This is an optimization exercise on Yosys and OpenROAD, whose aim is small area, a short achievable clock period and few clock cycles, not a production implementation.
Function was checked by simulation only, so behaviour that the tests miss may differ from the original.
Power figures rest on the tool's default switching activity, not on a simulated workload.

## flow/run.sh

```bash
#!/bin/bash
# synth_recipe.tcl (not shown) runs the flow's synth.tcl, then flattens the netlist and writes it again
# the make line also repeats each setting of config.mk as NAME=value (left out here)
make -C /OpenROAD-flow-scripts/flow DESIGN_CONFIG=/design/flow/config.mk WORK_HOME=/design/flow/orfs CLKGATE_MAP_FILE= SYNTH_SCRIPT=/design/flow/synth_recipe.tcl finish
```

## flow/config.mk

```make
export PLATFORM = sky130hd
export DESIGN_NAME = sun
export DESIGN_NICKNAME = sun
export VERILOG_FILES = /design/flow/design.v
export SDC_FILE = /design/flow/constraint.sdc
export NUM_CORES = 4
export LEC_CHECK = 0
export ABC_AREA = 1
export CAP_MARGIN = 20
export CORE_MARGIN = 2
export CORE_UTILIZATION = 40
export PLACE_DENSITY = 0.6
export SLEW_MARGIN = 20
```

## flow/constraint.sdc

```tcl
create_clock -name core_clock -period 80.0 [get_ports {pclk}]
set_input_delay 16.0000 -clock core_clock [delete_from_list [all_inputs] [get_ports {pclk}]]
set_output_delay 16.0000 -clock core_clock [all_outputs]
set_load 0.01 [all_outputs]
```

## flow/design.v

```verilog
module sun(
    pclk,
    presetn,
    psels,
    penables,
    pwrites,
    paddrs,
    pwdatas,
    prdatas,
    preadys
);
input pclk;
input presetn;
input psels;
input penables;
input pwrites;
input [31:0] paddrs;
input [31:0] pwdatas;
output [31:0] prdatas;
output preadys;
reg        sq;            
reg        wq;            
reg        zq;            
reg  [3:0] aq;            
reg        pr0;           
reg        prd;           
reg  [7:0] thr;
reg  [7:0] xmax;
reg  [7:0] ymax;
reg  [7:0] x;             
reg  [7:0] y;             
reg  [7:0] p;             
reg [30:0] r0;            
reg [30:0] r1;            
reg [23:0] it;            
reg [15:0] hk;            
reg  [1:0] st;            
reg        ac;            
reg        dv;            
reg        cl;            
reg  [3:0] c;             
reg [30:0] rd;            
wire       acc  = sq & zq;            
wire       wa   = acc & wq;
wire       ra   = acc & ~wq;
wire       a0   = (aq == 4'd0);
wire       a1   = (aq == 4'd1);
wire       a2   = (aq == 4'd2);
wire       a3   = (aq == 4'd3);
wire       a4   = (aq == 4'd4);
wire       pix  = wa & a4;
wire       ctl  = wa & a0 & (p == 8'h01);
wire       busy = ac | dv;
wire [8:0] gb;
assign gb[0] = 1'b0;
genvar i;
generate for (i = 0; i < 8; i = i + 1) begin : g_cmp
    assign gb[i+1] = (p[i] & ~thr[i]) | (~(p[i] ^ thr[i]) & gb[i]);
end endgenerate
wire [7:0] I    = p & {8{gb[8]}};
wire       xend = (x == xmax);
wire       yend = (y == ymax);
reg  [3:0] dig;
always @(*) begin
    case (c[1:0])
        2'd0: dig = y[3:0];
        2'd1: dig = x[3:0];
        2'd2: dig = y[7:4];
        default: dig = x[7:4];
    endcase
end
wire [7:0] pp0 = I & {8{dig[0]}};
wire [7:0] pp1 = I & {8{dig[1]}};
wire [7:0] pp2 = I & {8{dig[2]}};
wire [7:0] pp3 = I & {8{dig[3]}};
wire [8:0] m1c, m2c, m3c;
wire [7:0] m1s, m2s, m3s;
assign m1c[0] = 1'b0;
assign m2c[0] = 1'b0;
assign m3c[0] = 1'b0;
generate for (i = 0; i < 8; i = i + 1) begin : g_mul
    wire a1b = (i < 7) ? pp0[i+1] : 1'b0;
    assign m1s[i]   = a1b ^ pp1[i] ^ m1c[i];
    assign m1c[i+1] = (a1b & pp1[i]) | (m1c[i] & (a1b ^ pp1[i]));
    wire a2b = (i < 7) ? m1s[i+1] : m1c[8];
    assign m2s[i]   = a2b ^ pp2[i] ^ m2c[i];
    assign m2c[i+1] = (a2b & pp2[i]) | (m2c[i] & (a2b ^ pp2[i]));
    wire a3b = (i < 7) ? m2s[i+1] : m2c[8];
    assign m3s[i]   = a3b ^ pp3[i] ^ m3c[i];
    assign m3c[i+1] = (a3b & pp3[i]) | (m3c[i] & (a3b ^ pp3[i]));
end endgenerate
wire [11:0] pr   = {m3c[8], m3s, m2s[0], m1s[0], pp0[0]};
wire        stp  = pix | ac;
wire [15:0] addv = stp ? (c[1] ? {pr, 4'd0} : {4'd0, pr}) : 16'd0;
wire        ren  = ctl | cl | stp | (dv & (c[2:0] == 3'd7));
wire [30:0] ra_in = (ctl | cl) ? 31'd0 : r1;
wire [31:0] rc;
wire [30:0] rsum;
assign rc[0] = 1'b0;
generate for (i = 0; i < 31; i = i + 1) begin : g_ring
    wire b = (i < 16) ? addv[i] : 1'b0;
    assign rsum[i] = ra_in[i] ^ b ^ rc[i];
    assign rc[i+1] = (ra_in[i] & b) | (rc[i] & (ra_in[i] ^ b));
end endgenerate
wire [24:0] tc;
wire [23:0] itn;
assign tc[0] = 1'b0;
generate for (i = 0; i < 24; i = i + 1) begin : g_it
    wire b = (i < 8) ? I[i] : 1'b0;
    assign itn[i]  = it[i] ^ b ^ tc[i];
    assign tc[i+1] = (it[i] & b) | (tc[i] & (it[i] ^ b));
end endgenerate
wire [8:0] xc, yc;
wire [7:0] xn, yn;
assign xc[0] = 1'b1;
assign yc[0] = 1'b1;
generate for (i = 0; i < 8; i = i + 1) begin : g_inc
    assign xn[i]   = x[i] ^ xc[i];
    assign xc[i+1] = x[i] & xc[i];
    assign yn[i]   = y[i] ^ yc[i];
    assign yc[i+1] = y[i] & yc[i];
end endgenerate
wire [23:0] rem   = {x, y, p};
wire        first = (c[2:0] == 3'd0);
wire [23:0] ps    = first ? {1'b0, r0[30:8]} : rem;
wire        nb    = r0[~c[2:0]];
wire [24:0] da    = {ps, nb};
wire [24:0] db    = {1'b1, ~it};
wire [25:0] dcy;
wire [24:0] t;
assign dcy[0] = 1'b1;
generate for (i = 0; i < 25; i = i + 1) begin : g_div
    assign t[i]     = da[i] ^ db[i] ^ dcy[i];
    assign dcy[i+1] = (da[i] & db[i]) | (dcy[i] & (da[i] ^ db[i]));
end endgenerate
wire        qb    = dcy[25] & (it != 24'd0);
wire [23:0] rn    = qb ? t[23:0] : {ps[22:0], nb};
wire  [7:0] stb   = {1'b0, st == 2'b00, 2'b00, st == 2'b00, 1'b0, st};
always @(posedge pclk) begin
    sq <= psels & ~penables;
    wq <= pwrites;
    zq <= (paddrs[7:4] == 4'd0);
    aq <= paddrs[3:0];
    if (!busy)
        p <= pwdatas[7:0];
    if (wa & a1) thr  <= pwdatas[7:0];
    if (wa & a2) xmax <= pwdatas[7:0];
    if (wa & a3) ymax <= pwdatas[7:0];
    if (ctl) begin
        it <= 24'd0;
        x  <= 8'd1;
        y  <= 8'd1;
        st <= 2'b01;
        cl <= 1'b1;
    end
    if (ren) begin
        r0 <= rsum;
        r1 <= r0;
    end
    if (cl)
        cl <= 1'b0;
    if (ra) begin
        case (aq)
            4'h1: rd[7:0] <= thr;
            4'h5: rd[7:0] <= stb;
            4'h6: rd <= r0;
            4'h7: rd <= r1;
            4'h8: rd <= {23'd0, hk[15:8]};
            4'h9: rd <= {23'd0, hk[7:0]};
            default: ;
        endcase
    end
    if (stp) begin
        ac <= 1'b1;
        c  <= c + 4'd1;
        if (c[1:0] == 2'd0)
            it <= itn;
        if (c[1:0] == 2'd3) begin
            ac <= 1'b0;
            c  <= 4'd0;
            if (xend) begin
                x <= 8'd1;
                if (yend) begin
                    st <= 2'b11;
                    dv <= 1'b1;
                end else begin
                    y  <= yn;
                    st <= 2'b10;
                end
            end else begin
                x  <= xn;
                st <= 2'b10;
            end
        end
    end
    if (dv) begin
        {x, y, p} <= rn;
        hk <= {hk[14:0], qb};
        c  <= c + 4'd1;
        if (c == 4'd15) begin
            dv <= 1'b0;
            st <= 2'b00;
        end
    end
    pr0 <= wa & (aq <= 4'd4);
    prd <= pr0;
    if (!presetn) begin
        pr0 <= 1'b0;
        prd <= 1'b0;
        ac  <= 1'b0;
        dv  <= 1'b0;
        cl  <= 1'b0;
        c   <= 4'd0;
    end
end
assign prdatas = {1'b0, rd};
assign preadys = prd;
endmodule
```

==> results.yml, run 1 <==
clocking:
  cts_buffers: 17
  clock-root-buffer: "clkbuf_16"
  clock_latency_ps: 440
  clockBufferDepth: 2
  clock-sinks: 199
  cts_htree_levels: 4
  clk_pin_slew_ps: 80
  hold_buffers: 0
  cts.repair.resized: 0
  cts_tree: "built"
  post-cts-setup-buffers: 0
floorplanning:
  die-area_um2: 28600
  io_pins: 102
  floorplan.core_area_um2: 26900
  rows: 60
  start_util_pct: 40.6
  fp.dieW_um: 169
  die_h_um: 169
synth:
  async_flop_share_pct: 0
  synth.net_count: 1233
  syn_area_um2: 10900
  ys_ff_latch: 199
  synth_edf_count: 141
  synth.avg_cell_area_um2: 10.5
  synth_cell_types: 46
  synthCells: 1038
  yosysMostFrequentCell: "nand2_1"
  ys_top_cells_by_area: "edfxtp_1, fa_1, dfxtp_1"
  netlist_top_cells_count: "nand2_1, edfxtp_1, inv_1"
  seq_area_frac_synth_pct: 49.4
  ys_warn_count: 1
  ys.flop_type: "edfxtp_1"
  synth_top_area_share_pct: 38.8
  yosysTopAreaCell: "edfxtp_1"
critical_path:
  critical-path-top-delay-family: "buffers and inverters"
  r2r_slack_ps: 66470
  slowest_stage: "clkdlybuf4s50_1"
  start_kind: "flip-flop"
  end_kind: "output pin"
  timing.critical_path.cells: "clkdlybuf4s50_1"
  rr_worst_depth: 36
  required_ps: 64000
  rr_startpoint: "c[0]"
  crit_path_max_fanout: 1
  crit_type: "reg2out"
  timing.rr.end: "p[6]"
  slowest_delay_ps: 550
  arrival_ps: 1320
  cp_num_buf_inv: 1
timing:
  fmax_mhz: 57.7
  rsz0062_at_grt: "no"
  maxSlewHeadroom_pct: 40.0
  fin_crit_ps: 17320
  period_share_pct: 21.6
  fin_ws_ps: 62680
  setup_viol: 0
  timing.setup.tns_ps: 0
  clock-skew-final_ps: 14.7
  finalHoldViolCount: 0
  max_slew.worst_pin.slew_ps: 899
  slew_viol_final: 0
route:
  dr.first_iter.drc_count: 551
  num_vias: 7594
  finalWirelength_um: 26300
  drtAntennaViolNets: 0
  vias_per_cell: 5.29
  drc: 0
  wire_per_inst_um: 18.4
  dr.pass1.iters: 5
grt:
  grt_pass1_wl_um: 40800
  track_usage_pct: 18.9
  grt_max_degree: 63
  grt_pass1_vias: 7256
  grt_overflow_total: 0
  antenna_found_initial: 0
placement:
  port_buffers: 52
  place_worst_setup_slack_ps: 62690
  gp_congestion: 0.876
  hpwl_um: 19800
hold_path:
  min_from: "pr0"
  hold_class: "reg2reg"
  min_path_cells: 2
  min_to: "prd"
pwr:
  p_leak_uw: 0.00509
  ir_drop_v: 0.0000146
  power.density_nw_per_um2: 18.5
finish:
  area_delta_synth_final_pct: 12.7
  n_antenna_cell: 0
  drive_above_1_share_pct: 6.22
  fin_nets: 1277
flow_run:
  max_cap_violations: 0
outcome:
  status: "no timing/DRC/antenna violations"
sequential cells by signal, summed over array words and instances (netlist names):
name,cells
dv,1
xmax,8
ac,1
aq,4
st,2
y,8
r0,31
sq,1
hk,16
pr0,1
ymax,8
c,4
zq,1
it,24
cl,1
prd,1
rd,31
p,8
wq,1
r1,31
x,8
thr,8
routing by layer:
| metal | share of wire, % | vias up | wire length (um) | track usage (%) |
|---|---|---|---|---|
| met5 | 0 | - | 0 | 0 |
| met4 | 1.3 | 0 | 354 | 4.42 |
| met3 | 5.2 | 24 | 1380 | 4.06 |
| met2 | 45 | 237 | 11800 | 29.1 |
| met1 | 49 | 3719 | 12800 | 27.3 |
| li1 | - | 3614 | - | - |
layout make-up:
class	instances	area, um^2
clock buffers	17	425
clock inverters	14	140
fillers	2527	14600
inverters	137	519
multi-input cells	672	4860
flip-flops and latches	199	5400
well taps	341	427
repair buffers	55	543
cell usage in the layout, fill, tap and decap left out, drive strengths merged, types with 2 or more instances in the layout:
cell	instances
nand2	156
inv	142
edfxtp	141
nor2	115
o21ai	71
fa	65
ha	61
dfxtp	58
clkdlybuf4s50	52
nand3	43
a21oi	42
clkbuf	17
o22ai	14
o31ai	12
xnor2	10
or2	9
nor4	8
nand4	8
o22a	8
a32o	8
a221oi	8
nor3	8
a22oi	7
clkinv	7
mux2i	5
xor2	3
buf	3
a31oi	3
o211ai	2
clkinvlp	2
where the power goes:
group,total (uW),internal (uW),leakage [uW],switching (uW)
clock network,84.6,41.3,0.000271,43.3
logic,24.7,10.5,0.00306,14.2
registers,118,113,0.00176,5.11
total,227,165,0.00509,62.6
stage by stage:
step | hold WS (ps) | cells | utilization (%) | cell area [um^2] | total power, uW
finish | 423 | 1435 | 45.8 | 12300 | 227
global placement | 409 | 1404 | 43.7 | 11700 | 144
CTS | 426 | 1435 | 45.8 | 12300 | 228
detailed placement | 409 | 1404 | 43.7 | 11700 | 145
global route | 440 | 1435 | 45.8 | 12300 | 237
floorplan | 390 | 1038 | - | 10900 | 136
worst max-delay path by stage:
stage               startpoint     endpoint  slack, ps  depth (start not counted)
finish                  rd[14]  prdatas[14]      62680                          1
CTS                     rd[14]  prdatas[14]      62660                          1
global placement       presetn          pr0      62720                          3
floorplan           pwdatas[0]         p[0]      63580                          1
global route            rd[14]  prdatas[14]      62630                          1
detailed placement     presetn          pr0      62690                          3
cells by family (layout without fill, tap and decap cells):
family                     after synthesis  in the layout  synth area share, %
AOI/OAI and AO/OA                      179            179                 10.0
and+or+nand+nor                        348            348                 14.0
DFF                                    199            199                 49.4
xor gates and xnor gates                13             13                 1.04
adders and majority gates              126            126                 18.9
buffers and inverters                  167            223                 6.17
muxes                                    5              5                0.458
other                                    1              1               0.0343
worst min-delay path, delay by kind of cell, from the launching register on:
kind                   cells  cell delay (ps)
DFF                        1              310
and+or+nand+nor            1               50
buffers and inverters      1               40
Testbench counts, summed over its fixed seeds: cycles 19,920.
==> inputs of run 2 (changes only) <==
--- a/flow/config.mk
+++ b/flow/config.mk
@@ -9,5 +9,6 @@
 export CAP_MARGIN = 20
 export CORE_MARGIN = 2
 export CORE_UTILIZATION = 40
+export CTS_BUF_LIST = sky130_fd_sc_hd__clkbuf_8
 export PLACE_DENSITY = 0.6
 export SLEW_MARGIN = 20
==> run 2 against run 1 <==
  * Combinational power barely moved
  * Critical path type unchanged
  * Maximum frequency shrank 0.37%
  * Clock power is 25% lower
  * Critical endpoint is now prdatas[20]
  * Global-route usage hardly changed
  * Via count increased by 0.37%
==> results.yml, run 2 <==
outcome:
  status: "no timing/DRC/antenna violations"
finish:
  reg.largest.list: "r0: 31 flops, r1: 31 flops, rd: 31 flops"
  design_area_um2: 12100
  regArea_um2: 5400
  layout_commonest_cell: "nand2_1"
  final_cell_mix: "nand2_1, edfxtp_1, inv_1, nor2_1, o21ai_0"
  fin_nets: 1277
  instances_no_fill: 1435
  fill_cells: 2549
  area_delta_synth_final_pct: 10.9
  n_antenna_cell: 0
  final_util_pct: 45.1
  drive_above_1_share_pct: 6.22
  multi_input_area_um2: 4860
synth:
  ys_warn_count: 1
  yosysTopAreaCell: "edfxtp_1"
  yosysMostFrequentCell: "nand2_1"
  synth.net_count: 1233
  ys_top_cells_by_area: "edfxtp_1, fa_1, dfxtp_1"
  synth_top_area_share_pct: 38.8
  synth.avg_cell_area_um2: 10.5
  ys_ff_latch: 199
  ys.flop_type: "edfxtp_1"
  synthCells: 1038
  netlist_top_cells_count: "nand2_1, edfxtp_1, inv_1"
  synth_edf_count: 141
  syn_area_um2: 10900
  async_flop_share_pct: 0
  seq_area_frac_synth_pct: 49.4
  synth_cell_types: 46
timing:
  rsz0062_at_grt: "no"
  timing.setup.tns_ps: 0
  max_slew.worst_pin.slew_ps: 901
  maxSlewHeadroom_pct: 39.9
  setup_viol: 0
  fin_crit_ps: 17380
  finalHoldViolCount: 0
  slew_viol_final: 0
  period_share_pct: 21.7
  fmax_mhz: 57.5
  clock-skew-final_ps: 20.2
critical_path:
  cp_num_buf_inv: 1
  end_kind: "output pin"
  required_ps: 64000
  rr_startpoint: "c[0]"
  slowest_stage: "clkdlybuf4s50_1"
  start_kind: "flip-flop"
  timing.rr.end: "p[6]"
  crit_cells: 1
  critical-path-top-delay-family: "buffers and inverters"
  rr_worst_depth: 36
  timing.critical_path.cells: "clkdlybuf4s50_1"
  arrival_ps: 1380
  crit_path_max_fanout: 1
  crit_type: "reg2out"
  r2r_slack_ps: 66520
  slowest_delay_ps: 540
pwr:
  p_int_uw: 146
  seqPwrFrac_pct: 57.2
  switching_share_pct: 29.1
  comb_power_share_pct: 12.0
  p_sw_uw: 60.1
  clkPwrFrac_pct: 30.9
  power.density_nw_per_um2: 17.0
  p_leak_uw: 0.00501
  ir_drop_v: 0.00000883
grt:
  grt_pass1_vias: 7244
  track_usage_pct: 18.9
  grt_overflow_total: 0
  antenna_found_initial: 0
  grt_max_degree: 63
  grt_pass1_wl_um: 40800
route:
  wire_per_inst_um: 18.2
  drc: 0
  dr.pass1.iters: 5
  drtAntennaViolNets: 0
  num_vias: 7622
  dr.first_iter.drc_count: 561
  vias_per_cell: 5.31
  finalWirelength_um: 26200
floorplanning:
  io_pins: 102
  floorplan.core_area_um2: 26900
  die_h_um: 169
  die-area_um2: 28600
  fp.dieW_um: 169
  rows: 60
  start_util_pct: 40.6
clocking:
  cts_htree_levels: 4
  post-cts-setup-buffers: 0
  clockBufferDepth: 2
  clock_latency_ps: 490
  hold_buffers: 0
  cts_buffers: 17
  cts_tree: "built"
  clk_pin_slew_ps: 120
  cts.repair.resized: 0
  clock-sinks: 199
  clock-root-buffer: "clkbuf_8"
hold_path:
  min_path_cells: 2
  hold_class: "reg2reg"
  min_from: "pr0"
  min_to: "prd"
placement:
  gp_congestion: 0.876
  placed_cells: 1404
  hpwl_um: 19800
  place_area_um2: 11700
  port_buffers: 52
flow_run:
  max_cap_violations: 0
[run 2: layer usage]
metal	GRT usage, %	share of wire, %	up-vias
li1	-	-	3615
met1	27.4	48	3716
met2	29.0	45	260
met3	4.20	6.2	31
met4	4.31	1.2	0
met5	0	0	-
[run 2: worst max path at each step]
| stage | from | endpoint | slack [ps] |
|---|---|---|---|
| after global routing | rd[21] | prdatas[21] | 62560 |
| after detailed placement | presetn | pr0 | 62690 |
| final | rd[20] | prdatas[20] | 62620 |
| after CTS | rd[20] | prdatas[20] | 62600 |
| after floorplan | pwdatas[0] | p[0] | 63580 |
| after global placement | presetn | pr0 | 62720 |
[run 2: final cells by class]
cell class | count | share of cell area, %
clock buffer | 17 | 1.93
clock inverter | 14 | 1.16
timing repair buffer | 55 | 4.48
inverter | 137 | 4.29
tap | 341 | 3.52
multi-input combinational | 672 | 40.1
sequential | 199 | 44.5
[run 2: power groups by stage]
stage	registers [uW]	clock network [uW]	logic, uW
3_3_place_gp	120	0	23.9
4_1_cts	118	64.7	24.8
5_1_grt	119	69.1	28.5
3_5_place_dp	120	0	24.7
6_report	118	63.7	24.7
2_1_floorplan	118	0	17.9
[run 2: metrics by stage]
| stage | worst slack, ps | total power (uW) | hold slack (ps) |
|---|---|---|---|
| 3_3_place_gp | 62720 | 144 | 409 |
| 3_5_place_dp | 62690 | 145 | 409 |
| 5_1_grt | 62560 | 216 | 445 |
| 4_1_cts | 62600 | 207 | 431 |
| 2_1_floorplan | 63580 | 136 | 390 |
| 6_report | 62620 | 206 | 427 |
[run 2: kinds of logic (layout without fill, tap and decap cells)]
kind of cell | count (synthesis) | count (layout) | share of synthesized area [%]
adders and majority gates | 126 | 126 | 18.9
DFF | 199 | 199 | 49.4
buffers and inverters | 167 | 223 | 6.17
AOI/OAI and AO/OA | 179 | 179 | 10.0
and+or+nand+nor | 348 | 348 | 14.0
xor gates and xnor gates | 13 | 13 | 1.04
muxes | 5 | 5 | 0.458
other | 1 | 1 | 0.0343
==> inputs of run 3 (changes only) <==
==> flow/config.mk (replaced) <==
export PLATFORM = sky130hd
export DESIGN_NAME = sun
export DESIGN_NICKNAME = sun
export VERILOG_FILES = /design/flow/design.v
export SDC_FILE = /design/flow/constraint.sdc
export NUM_CORES = 4
export LEC_CHECK = 0
export CAP_MARGIN = 20
export CORE_MARGIN = 2
export CORE_UTILIZATION = 40
export PLACE_DENSITY = 0.6
export SLEW_MARGIN = 20
==> run 3 against run 2 <==
  * Wire length fell by 4.3%
  * Clock-buffer cell count did not move
  * Maximum frequency rose by 0.33%
  * Via count is 8.7% lower
  * Critical path depth stayed put
  * Cell area up 2.3%
  * Largest power group unchanged
  * Utilization rose by 1.1 points
  * Cell count fell by 9.5%
  * Worst setup slack improved by 57 ps
  * Register-to-register slack better by 610 ps
  * Worst hold slack improved by 10 ps
  * First-iteration DRC count rose by 21%
==> results.yml, run 3 <==
outcome:
  status: "no timing/DRC/antenna violations"
synth:
  netlist_top_cells_count: "edfxtp_1, nand2_1, fa_1"
  ys_ff_latch: 199
  synth.net_count: 1096
  async_flop_share_pct: 0
  synth_top_area_share_pct: 38.8
  synth_cell_types: 59
  syn_area_um2: 10900
  yosysMostFrequentCell: "edfxtp_1"
  seq_area_frac_synth_pct: 49.4
  synth.avg_cell_area_um2: 12.1
  yosysTopAreaCell: "edfxtp_1"
  ys_warn_count: 1
  synth_edf_count: 141
  ys.flop_type: "edfxtp_1"
  ys_top_cells_by_area: "edfxtp_1, fa_1, dfxtp_1"
  synthCells: 901
timing:
  fin_crit_ps: 17320
  finalHoldViolCount: 0
  fin_ws_ps: 62680
  slew_viol_final: 0
  timing.setup.tns_ps: 0
  rsz0062_at_grt: "no"
  max_slew.worst_pin.slew_ps: 975
  period_share_pct: 21.7
  maxSlewHeadroom_pct: 34.9
  clock-skew-final_ps: 17.1
  fmax_mhz: 57.7
  setup_viol: 0
pwr:
  p_int_uw: 155
  ir_drop_v: 0.0000143
  comb_power_share_pct: 3.7
  seqPwrFrac_pct: 54.0
  p_leak_uw: 0.00504
  switching_share_pct: 24.1
  clkPwrFrac_pct: 42.3
  p_sw_uw: 49.4
  power.density_nw_per_um2: 16.5
route:
  finalWirelength_um: 25000
  drtAntennaViolNets: 0
  num_vias: 6961
  drc: 0
  vias_per_cell: 5.36
  dr.first_iter.drc_count: 677
  wire_per_inst_um: 19.3
  dr.pass1.iters: 5
clocking:
  cts_htree_levels: 4
  clock_latency_ps: 440
  hold_buffers: 0
  clock-sinks: 199
  clockBufferDepth: 2
  cts_tree: "built"
  cts.repair.resized: 0
  clock-root-buffer: "clkbuf_16"
  clk_pin_slew_ps: 80
  cts_buffers: 17
  post-cts-setup-buffers: 0
finish:
  drive_above_1_share_pct: 9.20
  final_cell_mix: "edfxtp_1, nand2_1, fa_1, ha_1, nor2_1"
  area_delta_synth_final_pct: 13.6
  n_antenna_cell: 0
  fill_cells: 2420
  reg.largest.list: "r0: 31 flops, r1: 31 flops, rd: 31 flops"
  fin_nets: 1139
  layout_commonest_cell: "edfxtp_1"
critical_path:
  arrival_ps: 1320
  cp_num_buf_inv: 1
  critical-path-top-delay-family: "buffers and inverters"
  end_kind: "output pin"
  slowest_delay_ps: 550
  slowest_stage: "clkdlybuf4s50_1"
  crit_path_max_fanout: 1
  start_kind: "flip-flop"
  required_ps: 64000
  crit_type: "reg2out"
  timing.critical_path.cells: "clkdlybuf4s50_1"
grt:
  grt_pass1_wl_um: 39500
  track_usage_pct: 18.0
  grt_max_degree: 52
  antenna_found_initial: 0
  grt_overflow_total: 0
  grt_pass1_vias: 6880
placement:
  place_worst_setup_slack_ps: 62870
  gp_congestion: 0.852
  port_buffers: 52
  hpwl_um: 18800
floorplanning:
  fp.dieW_um: 169
  die-area_um2: 28600
  rows: 60
  start_util_pct: 40.6
  die_h_um: 169
  io_pins: 102
  floorplan.core_area_um2: 26900
hold_path:
  hold_class: "reg2reg"
flow_run:
  max_cap_violations: 0
run 3: changes by cell type after synthesis, sizes merged, moves of 22 or more:
cell | before | now
inv | 136 | 44
mux2i | 5 | 45
nand3 | 43 | 8
mux2 | 0 | 28
nand2 | 156 | 134
a21oi | 42 | 13
o21ai | 71 | 44
nor2 | 115 | 62
run 3: final timing paths:
kind / cells after the start / slack, ps / startpoint / endpoint
setup / recovery: 1 / 62680 / rd[22] / prdatas[22]
hold / removal: 1 / 440 / pr0 / prd
setup reg to reg: 44 / 67130 / c[1] / r0[30]
hold reg to reg: 1 / 440 / pr0 / prd
run 3: cell families after synthesis:
logic type / Yosys count / synth area share [%]
AND/OR/NAND/NOR: 274 / 11.5
flip-flops: 199 / 49.4
adder cells (fa/ha/maj): 126 / 18.9
AO/OA/AOI/OAI: 123 / 7.82
buffers and inverters: 83 / 3.28
multiplexers: 75 / 7.43
XOR/XNOR: 20 / 1.60
other: 1 / 0.0344
run 3: stage by stage:
stage	instance area, um^2	total power [uW]	util, %	cells	hold WS, ps
after floorplan	10900	117	-	901	397
after global placement	11800	120	43.8	1265	422
after detailed placement	11800	120	43.8	1265	434
after CTS	12400	205	46.0	1297	446
after global routing	12400	211	46.1	1298	453
final	12400	205	46.1	1298	437
run 3: cell type report:
cell class	instances	area (um^2)	area share [%]
Sequential cell	199	5400	43.5
Multi-Input combinational cell	619	5190	41.9
Timing Repair Buffer	62	616	4.96
Tap cell	341	427	3.44
Clock buffer	17	425	3.43
Clock inverter	15	170	1.37
Inverter	45	169	1.36
run 3: power groups by stage:
stage / clock, uW / sequential [uW] / combinational (uW)
global route: 91.7 / 111 / 8.27
floorplan: 0 / 113 / 4.77
global placement: 0 / 113 / 7.16
detailed placement: 0 / 113 / 7.27
CTS: 87.5 / 111 / 7.31
finish: 86.6 / 111 / 7.50
run 3: per-layer routing:
metal / share of wire, % / global-route usage, % / wire [um] / vias to the layer above
li1: - / - / - / 3294
met1: 50 / 27.1 / 12400 / 3450
met2: 44 / 27.2 / 10900 / 196
met3: 5.2 / 2.96 / 1290 / 21
met4: 1.5 / 4.72 / 380 / 0
met5: 0 / 0 / 0 / -
==> inputs of run 4 (changes only) <==
==> flow/flow/run.sh (new file) <==
#!/bin/bash
# Own layout flow: the standard flow (standard.sh) with two changes in how the
# layout is made:
#  - synthesis maps the logic with an area-oriented ABC script (flow/abc_area.script)
#    instead of ORFS's delay-oriented one; everything else in synthesis is unchanged,
#    so the registers (names, count, cells) are the standard synthesis's;
#  - the port buffers are sky130_fd_sc_hd__buf_2 cells.
# Each make run writes its full output to a log file in the work folder.
set -euo pipefail
W=$(pwd)
S="$W/scripts_area"
rm -rf "$S"
cp -r "$FLOW_HOME/scripts" "$S"
cp "$W/flow/abc_area.script" "$S/abc_speed.script"
bash standard.sh SCRIPTS_DIR="$S" synth > "$W/make_synth.log" 2>&1
bash standard.sh BUFFER_PORTS_ARGS="-buffer_cell sky130_fd_sc_hd__buf_2" finish > "$W/make_finish.log" 2>&1
==> flow/flow/abc_area.script (new file) <==
strash
dch -f
map -a
==> flow/standard.sh (new file) <==
#!/bin/bash
# synth_recipe.tcl (not shown) runs the flow's synth.tcl, then flattens the netlist and writes it again
# the make line also repeats each setting of config.mk as NAME=value (left out here)
make -C /OpenROAD-flow-scripts/flow DESIGN_CONFIG=/design/flow/config.mk WORK_HOME=/design/flow/orfs CLKGATE_MAP_FILE= SYNTH_SCRIPT=/design/flow/synth_recipe.tcl "${@:-finish}"
--- a/flow/config.mk
+++ b/flow/config.mk
@@ -8,5 +8,7 @@
 export CAP_MARGIN = 20
 export CORE_MARGIN = 2
 export CORE_UTILIZATION = 40
+export CTS_CLUSTER_DIAMETER = 100
+export CTS_CLUSTER_SIZE = 50
 export PLACE_DENSITY = 0.6
 export SLEW_MARGIN = 20
removed: flow/run.sh
==> run 4 against run 3 <==
  * Via count up 6.5%
  * Synthesized cell count up 7.8%
  * Sequential power about the same
  * Cell count up 8.1%
  * Die area down 3.2%
  * Critical path depth unchanged
  * Maximum frequency up 1.7%
  * Sequential cell count unchanged
  * Still clean on timing, DRC and antenna
  * Highest routed layer unchanged
  * Clock-buffer cell count unchanged
==> results.yml, run 4 <==
floorplanning:
  start_util_pct: 40.6
  die_h_um: 166
  floorplan.core_area_um2: 26000
  io_pins: 102
  die-area_um2: 27700
  fp.dieW_um: 166
  rows: 59
grt:
  grt_pass1_wl_um: 40800
  antenna_found_initial: 0
  track_usage_pct: 19.1
  grt_pass1_vias: 7243
  grt_overflow_total: 0
  grt_max_degree: 63
critical_path:
  start_kind: "flip-flop"
  slowest_delay_ps: 430
  end_kind: "output pin"
  cp_num_buf_inv: 1
  slowest_stage: "edfxtp_1"
  arrival_ps: 1040
  critical-path-top-delay-family: "flip-flops"
  crit_type: "reg2out"
  required_ps: 64000
  rr_startpoint: "c[0]"
  timing.critical_path.cells: "buf_2"
  critPathLaunch: "rd[0]"
  r2r_slack_ps: 66450
  crit_path_max_fanout: 1
clocking:
  clockBufferDepth: 2
  cts.repair.resized: 0
  cts_tree: "built"
  cts_htree_levels: 4
  cts_buffers: 17
  hold_buffers: 0
  clock-sinks: 199
  clock_latency_ps: 450
  clock-root-buffer: "clkbuf_16"
  clk_pin_slew_ps: 70
  post-cts-setup-buffers: 0
synth:
  netlist_top_cells_count: "nand2_1, edfxtp_1, clkinv_1"
  synth.avg_cell_area_um2: 10.9
  syn_area_um2: 10600
  ys_top_cells_by_area: "edfxtp_1, fa_1, dfxtp_1"
  synth_cell_types: 34
  ys.flop_type: "edfxtp_1"
  async_flop_share_pct: 0
  synth_top_area_share_pct: 40.1
  synthCells: 971
  synth.net_count: 1166
  ys_ff_latch: 199
  synth_edf_count: 141
  yosysTopAreaCell: "edfxtp_1"
  seq_area_frac_synth_pct: 51.1
  yosysMostFrequentCell: "nand2_1"
  ys_warn_count: 1
finish:
  drive_above_1_share_pct: 10.8
  area_delta_synth_final_pct: 13.2
  fin_nets: 1249
  reg.largest.list: "r0: 31 flops, r1: 31 flops, rd: 31 flops"
  design_area_um2: 12000
  layout_commonest_cell: "nand2_1"
  final_cell_mix: "nand2_1, edfxtp_1, clkinv_1, nor2_1, o21ai_0"
hold_path:
  hold_class: "reg2reg"
  min_from: "cl"
route:
  m1WireLength_um: 12000
  wire_per_inst_um: 18.1
  met2_length_um: 11500
  finalWirelength_um: 25400
  dr.max_layer_used: "met4"
  dr.first_iter.drc_count: 712
  num_vias: 7416
  vias_per_cell: 5.29
  drc: 0
  wl_met3_um: 1470
  drtAntennaViolNets: 0
  dr.pass1.iters: 5
pwr:
  p_int_uw: 160
  p_sw_uw: 52.1
  clkPwrFrac_pct: 41.3
  p_leak_uw: 0.00452
  seqPwrFrac_pct: 53.1
  switching_share_pct: 24.5
  power.density_nw_per_um2: 17.8
  comb_power_share_pct: 5.6
  ir_drop_v: 0.0000153
placement:
  place_area_um2: 11300
  port_buffers: 52
  hpwl_um: 19000
  gp_congestion: 0.873
timing:
  fin_crit_ps: 17040
  maxSlewHeadroom_pct: 23.8
  max_slew.worst_pin.slew_ps: 1140
  clock-skew-final_ps: 14.2
  slew_viol_final: 0
  period_share_pct: 21.3
  hold_ws_ps: 429
  rsz0062_at_grt: "no"
  setup_viol: 0
  fmax_mhz: 58.7
  timing.setup.tns_ps: 0
  finalHoldViolCount: 0
flow_run:
  max_cap_violations: 0
outcome:
  status: "no timing/DRC/antenna violations"
-- run 4: cell count changes after synthesis, moves of 21 or more --
cell,change
clkinv_1,+131
mux2i_1,-45
inv_1,-44
a21oi_1,+37
o21ai_0,+34
nor2_1,+31
mux2_2,-28
clkbuf_1,-24
a22oi_1,+21
-- run 4: layout make-up --
class / count / area, um^2
inverter: 132 / 495
tap: 335 / 419
sequential: 199 / 5400
fill: 2435 / 14000
antenna: 1 / 2.50
clock inverter: 15 / 181
clock buffer: 17 / 425
multi-input combinational: 639 / 4670
timing repair buffer: 65 / 358
-- run 4: path summary, 6_finish.rpt --
kind | endpoint | depth (start not counted)
max | prdatas[0] | 1
min | cl | 1
max reg2reg | p[1] | 37
min reg2reg | cl | 1
-- run 4: kinds of logic (layout without fill, tap and decap cells) --
group	after synthesis	after routing	synth area share, %
xor+xnor	16	16	1.33
buf+inv	133	229	4.76
compound gates	214	214	12.5
simple gates	282	282	10.8
fa+ha+maj	126	126	19.6
other cells	1	2	0.0355
flops	199	199	51.1
-- run 4: metal layers --
metal  vias up  GRT usage [%]
li1       3570              -
met1      3618           28.3
met4         0           5.88
met3        29           3.04
met2       199           29.1
met5         -              0
-- run 4: power by group through the flow --
stage                     registers (uW)  clock network (uW)  logic [uW]
after floorplan                      115                   0        8.27
after global placement               115                   0        11.6
after detailed placement             115                   0        11.9
after CTS                            113                89.2        12.0
after global routing                 113                93.4        13.8
final                                113                87.7        11.9
-- run 4: per-stage QoR --
stage	power, uW	cells	setup slack [ps]	util, %
2_1_floorplan	123	971	63520	-
5_1_grt	220	1402	62950	46.0
3_3_place_gp	127	1370	63190	43.6
4_1_cts	214	1402	62960	46.0
3_5_place_dp	127	1370	63200	43.6
6_report	212	1403	62960	46.0
==> inputs of run 5 (changes only) <==
--- a/flow/config.mk
+++ b/flow/config.mk
@@ -8,7 +8,5 @@
 export CAP_MARGIN = 20
 export CORE_MARGIN = 2
 export CORE_UTILIZATION = 40
-export CTS_CLUSTER_DIAMETER = 100
-export CTS_CLUSTER_SIZE = 50
 export PLACE_DENSITY = 0.6
 export SLEW_MARGIN = 20
==> run 5 against run 4 <==
  * Critical path depth is the same
  * Utilization is the same
  * Area after synthesis is the same
  * Via count is the same
  * Still clean on timing, DRC and antenna
  * Non-clock buffer count is the same
  * Register-to-register slack is essentially flat
  * Wire length is the same
  * Worst hold slack is the same
  * Sequential share of layout area is the same
==> results.yml, run 5 <==
route:
  num_vias: 7416
  dr.first_iter.drc_count: 712
  drc: 0
  dr.pass1.iters: 5
  wire_per_inst_um: 18.1
  vias_per_cell: 5.29
  drtAntennaViolNets: 0
  finalWirelength_um: 25400
finish:
  layout_commonest_cell: "nand2_1"
  instances_no_fill: 1403
  fin_nets: 1249
  drive_above_1_share_pct: 10.8
  fill_cells: 2435
  area_delta_synth_final_pct: 13.2
  final_util_pct: 46.0
  reg.largest.list: "r0: 31 flops, r1: 31 flops, rd: 31 flops"
  final_cell_mix: "nand2_1, edfxtp_1, clkinv_1, nor2_1, o21ai_0"
  design_area_um2: 12000
synth:
  yosysMostFrequentCell: "nand2_1"
  synth_edf_count: 141
  synth.avg_cell_area_um2: 10.9
  synthMuxAreaShare_pct: 0
  seq_area_frac_synth_pct: 51.1
  yosys.area_share.simple_pct: 10.8
  synthCells: 971
  synth_xor_area_share_pct: 1.33
  yosysTopAreaCell: "edfxtp_1"
  ys_top_cells_by_area: "edfxtp_1, fa_1, dfxtp_1"
  synth_top_area_share_pct: 40.1
  synth_compound_area_share_pct: 12.5
  synth_top_family_by_area: "adder cells"
  ys.flop_type: "edfxtp_1"
  synth.net_count: 1166
  async_flop_share_pct: 0
  ys_ff_latch: 199
  synth_fa_ha_area_share_pct: 19.6
  syn_area_um2: 10600
  netlist_top_cells_count: "nand2_1, edfxtp_1, clkinv_1"
  synth_cell_types: 34
  ys_warn_count: 1
critical_path:
  crit_path_max_fanout: 1
  timing.rr.end: "p[1]"
  r2r_slack_ps: 66450
  start_kind: "flip-flop"
  rr_startpoint: "c[0]"
  timing.critical_path.cells: "buf_2"
  cp_num_buf_inv: 1
  required_ps: 64000
  crit_type: "reg2out"
  crit_cells: 1
  arrival_ps: 1040
  critical-path-top-delay-family: "flip-flops"
  rr_worst_depth: 37
  end_kind: "output pin"
  slowest_delay_ps: 430
  slowest_stage: "edfxtp_1"
floorplanning:
  io_pins: 102
  start_util_pct: 40.6
  die_h_um: 166
  floorplan.core_area_um2: 26000
  die-area_um2: 27700
  rows: 59
  fp.dieW_um: 166
clocking:
  clk_pin_slew_ps: 70
  cts_htree_levels: 4
  cts_buffers: 17
  clock_latency_ps: 450
  clock-sinks: 199
  hold_buffers: 0
  clock-root-buffer: "clkbuf_16"
  post-cts-setup-buffers: 0
  clockBufferDepth: 2
  cts.repair.resized: 0
  cts_tree: "built"
timing:
  finalHoldViolCount: 0
  rsz0062_at_grt: "no"
  slew_viol_final: 0
  setup_viol: 0
  period_share_pct: 21.3
  clock-skew-final_ps: 14.2
  timing.setup.tns_ps: 0
  fmax_mhz: 58.7
  maxSlewHeadroom_pct: 23.8
  fin_crit_ps: 17040
  max_slew.worst_pin.slew_ps: 1140
grt:
  grt_pass1_wl_um: 40800
  antenna_found_initial: 0
  grt_overflow_total: 0
  grt_max_degree: 63
  track_usage_pct: 19.1
  grt_pass1_vias: 7243
pwr:
  power.density_nw_per_um2: 17.8
  p_leak_uw: 0.00452
  ir_drop_v: 0.0000153
placement:
  place_area_um2: 11300
  port_buffers: 52
  gp_congestion: 0.873
  placed_cells: 1370
  hpwl_um: 19000
hold_path:
  min_to: "cl"
  hold_class: "reg2reg"
  min_path_cells: 1
  min_from: "cl"
outcome:
  status: "no timing/DRC/antenna violations"
flow_run:
  max_cap_violations: 0
-- run 5: cell counts in the layout (fill, tap and decap cells not counted) --
No cell type changed its count.
-- run 5: cells by family (layout without fill, tap and decap cells) --
family / after synthesis / count (layout)
fa+ha+maj: 126 / 126
xor+xnor: 16 / 16
simple gates: 282 / 282
flops: 199 / 199
other cells: 1 / 2
compound gates: 214 / 214
buf+inv: 133 / 229
-- run 5: power breakdown --
group / total [uW] / switching, uW / internal, uW
sequential: 113 / 2.05 / 111
combinational: 11.9 / 7.13 / 4.74
clock: 87.7 / 42.9 / 44.9
total: 212 / 52.1 / 160
-- run 5: layout make-up --
type	instances	area, um^2	share of cell area [%]
antenna	1	2.50	0.0209
clock buffer	17	425	3.56
clock inverter	15	181	1.52
inverter	132	495	4.15
multi-input combinational	639	4670	39.1
sequential	199	5400	45.1
tap	335	419	3.51
timing repair buffer	65	358	2.99
-- run 5: worst max-delay path by stage --
stage | endpoint | slack, ps | from
after floorplan | p[0] | 63520 | pwdatas[0]
after global placement | pr0 | 63190 | presetn
after detailed placement | pr0 | 63200 | presetn
after CTS | prdatas[0] | 62960 | rd[0]
after global routing | prdatas[0] | 62950 | rd[0]
final | prdatas[0] | 62960 | rd[0]
-- run 5: metrics by stage --
stage	total power (uW)	hold WS, ps	setup slack (ps)
6_report	212	429	62960
5_1_grt	220	462	62950
4_1_cts	214	430	62960
3_5_place_dp	127	420	63200
3_3_place_gp	127	409	63190
2_1_floorplan	123	383	63520
-- run 5: routing by layer --
metal | GRT usage (%) | routed length, um | up-vias
met5 | 0 | 0 | -
met4 | 5.88 | 451 | 0
met3 | 3.04 | 1470 | 29
met2 | 29.1 | 11500 | 199
met1 | 28.3 | 12000 | 3618
li1 | - | - | 3570
==> inputs of run 6 (changes only) <==
--- a/flow/config.mk
+++ b/flow/config.mk
@@ -7,6 +7,6 @@
 export LEC_CHECK = 0
 export CAP_MARGIN = 20
 export CORE_MARGIN = 2
-export CORE_UTILIZATION = 40
-export PLACE_DENSITY = 0.6
+export CORE_UTILIZATION = 65
+export PLACE_DENSITY = 0.8
 export SLEW_MARGIN = 20
==> run 6 against run 5 <==
  * Worst hold slack worse by 31 ps
  * Sequential power hardly changed
  * Sequential share of layout area is 0.47 points higher
  * Still clean
  * Largest power group unchanged
  * Synthesized cell count stayed put
  * Critical path type unchanged
  * Total power is 2.6% higher
  * Via count is 5.7% higher
  * Clock-buffer cell count is 3 higher
==> results.yml, run 6 <==
clocking:
  clock-root-buffer: "clkbuf_16"
  clock_latency_ps: 440
  clockBufferDepth: 2
  post-cts-setup-buffers: 0
  cts_htree_levels: 4
  cts.repair.resized: 0
  cts_tree: "built"
  clk_pin_slew_ps: 70
  cts_buffers: 17
  clock-sinks: 199
  hold_buffers: 0
synth:
  ys.flop_type: "edfxtp_1"
  synth.avg_cell_area_um2: 10.9
  ys_warn_count: 1
  synthCells: 971
  ys_top_cells_by_area: "edfxtp_1, fa_1, dfxtp_1"
  async_flop_share_pct: 0
  netlist_top_cells_count: "nand2_1, edfxtp_1, clkinv_1"
  seq_area_frac_synth_pct: 51.1
  synth_top_area_share_pct: 40.1
  syn_area_um2: 10600
  yosysTopAreaCell: "edfxtp_1"
  yosysMostFrequentCell: "nand2_1"
  synth.net_count: 1166
  synth_edf_count: 141
  synth_cell_types: 34
  ys_ff_latch: 199
route:
  finalWirelength_um: 24800
  drc: 0
  dr.pass1.iters: 5
  vias_per_cell: 6.11
  num_vias: 7838
  drtAntennaViolNets: 0
  dr.first_iter.drc_count: 937
  wire_per_inst_um: 19.4
grt:
  track_usage_pct: 30.0
  grt_overflow_total: 0
  antenna_found_initial: 0
  grt_pass1_vias: 7516
  grt_max_degree: 63
  grt_pass1_wl_um: 39900
timing:
  timing.setup.tns_ps: 0
  max_slew.worst_pin.slew_ps: 1140
  finalHoldViolCount: 0
  fin_crit_ps: 16970
  setup_viol: 0
  fmax_mhz: 58.9
  maxSlewHeadroom_pct: 23.8
  period_share_pct: 21.2
  slew_viol_final: 0
  hold_ws_ps: 399
  clock-skew-final_ps: 7.53
  rsz0062_at_grt: "no"
critical_path:
  cp_num_buf_inv: 1
  r2r_slack_ps: 66900
  critical-path-top-delay-family: "flip-flops"
  crit_type: "reg2out"
  timing.rr.end: "r0[29]"
  slowest_stage: "edfxtp_1"
  end_kind: "output pin"
  rr_worst_depth: 50
  rr_startpoint: "p[1]"
  slowest_delay_ps: 380
  crit_cells: 1
  critPathLaunch: "rd[1]"
  required_ps: 64000
  arrival_ps: 970
  crit_path_max_fanout: 1
  timing.critical_path.cells: "buf_2"
  start_kind: "flip-flop"
pwr:
  seqPwrFrac_pct: 51.8
  clkPwrFrac_pct: 42.6
  ir_drop_v: 0.0000155
  p_int_uw: 170
  finalPower_uw: 218
  p_sw_uw: 48.4
  switching_share_pct: 22.2
  power.density_nw_per_um2: 18.4
  p_leak_uw: 0.00453
  comb_power_share_pct: 5.5
hold_path:
  hold_class: "reg2reg"
  min_to: "prd"
  min_path_cells: 2
  min_from: "pr0"
finish:
  n_antenna_cell: 0
  reg.largest.list: "r0: 31 flops, r1: 31 flops, rd: 31 flops"
  area_delta_synth_final_pct: 12.0
  drive_above_1_share_pct: 10.7
  fin_nets: 1249
  final_util_pct: 74.5
  final_cell_mix: "nand2_1, edfxtp_1, clkinv_1, nor2_1, o21ai_0"
  fill_cells: 1094
  layout_commonest_cell: "nand2_1"
floorplanning:
  io_pins: 102
  die_h_um: 131
  fp.dieW_um: 131
  rows: 46
  start_util_pct: 66.5
  floorplan.core_area_um2: 15900
  die-area_um2: 17300
placement:
  port_buffers: 52
  hpwl_um: 17900
  gp_congestion: 0.941
flow_run:
  max_cap_violations: 0
outcome:
  status: "no timing/DRC/antenna violations"
==> run 6: cell counts after synthesis <==
No cell type changed its count.
==> run 6: metrics by stage <==
stage / instances / setup WS (ps) / cell area, um^2
after detailed placement: 1251 / 63260 / 11200
final: 1283 / 63030 / 11800
after global placement: 1251 / 63260 / 11200
after floorplan: 971 / 63520 / 10600
after CTS: 1283 / 63020 / 11800
after global routing: 1283 / 63000 / 11800
==> run 6: worst max path at each step <==
stage / end / slack (ps)
2_1_floorplan: p[0] / 63520
3_3_place_gp: pr0 / 63260
3_5_place_dp: pr0 / 63260
4_1_cts: prdatas[1] / 63020
5_1_grt: prdatas[1] / 63000
6_report: prdatas[1] / 63030
==> run 6: logic make-up (layout without fill, tap and decap cells) <==
logic type      count (synthesis)  after routing  share of synthesized area [%]
simple gates                  282            282                           10.8
compound gates                214            214                           12.5
flops                         199            199                           51.1
buf+inv                       133            229                           4.76
xor+xnor                       16             16                           1.33
fa+ha+maj                     126            126                           19.6
other cells                     1              1                         0.0355
==> run 6: metal layers <==
layer  share of wire [%]  wire length, um  vias to the layer above  global-route usage [%]
met5                   0                0                        -                       0
met2                  45            11200                      446                    45.7
li1                    -                -                     3567                       -
met1                  42            10400                     3777                    43.0
met4                 2.4              606                        0                    10.2
met3                  11             2630                       48                    6.94
==> run 6: layout make-up <==
cell class | instances | area [um^2] | share of cell area [%]
Tap cell | 216 | 270 | 2.28
Sequential cell | 199 | 5400 | 45.6
Timing Repair Buffer | 65 | 358 | 3.03
Clock buffer | 20 | 447 | 3.78
Multi-Input combinational cell | 639 | 4670 | 39.5
Inverter | 132 | 495 | 4.19
Clock inverter | 12 | 189 | 1.60
==> run 6: worst min-delay path: stages (launching register included) <==
cell,delay (ps)
dfxtp_1,300
clkinv_1,30
nor2_1,30
==> run 6: power by group through the flow <==
stage / combinational (uW) / sequential [uW] / clock (uW)
floorplan: 8.27 / 115 / 0
global placement: 11.3 / 115 / 0
detailed placement: 12.0 / 115 / 0
CTS: 12.1 / 113 / 93.1
global route: 13.9 / 113 / 96.7
finish: 12.1 / 113 / 93.0

[what the ideal ports hide]
The flow's constraints put no driver on any port. The routed layouts listed below were extracted and timed again, unchanged, in two steps. Step 1 sets driving cells, clkbuf_16 on the clock port and buf_2 on the other inputs (assumed; they add their load-dependent delay and slew). Step 2 times the ports against the registers' clock, not the clock port: input delays grow and output delays shrink by t, the midpoint of the rising clock arrivals with the driver on. a / b / c = no drivers / after step 1 / after step 2; a / b = the first two.
run | t (ns) | setup slack, ns | clock arrival spread, ns
run 1 | 0.485 | 62.684 / 62.635 / 62.653 | 0.014 / 0.014
run 2 | 0.518 | 62.619 / 62.576 / 62.695 | 0.020 / 0.020
run 3 | 0.480 | 62.675 / 62.631 / 62.882 | 0.017 / 0.017
run 4 | 0.486 | 62.964 / 62.918 / 63.171 | 0.015 / 0.015
run 5 | 0.486 | 62.964 / 62.918 / 63.171 | 0.015 / 0.015
run 6 | 0.485 | 63.030 / 62.984 / 63.253 | 0.008 / 0.008
After both steps every run listed still meets setup and hold. For run 1, which loses most, drivers alone change the setup slack by -0.049 ns; drivers and shift together by -0.031 ns.
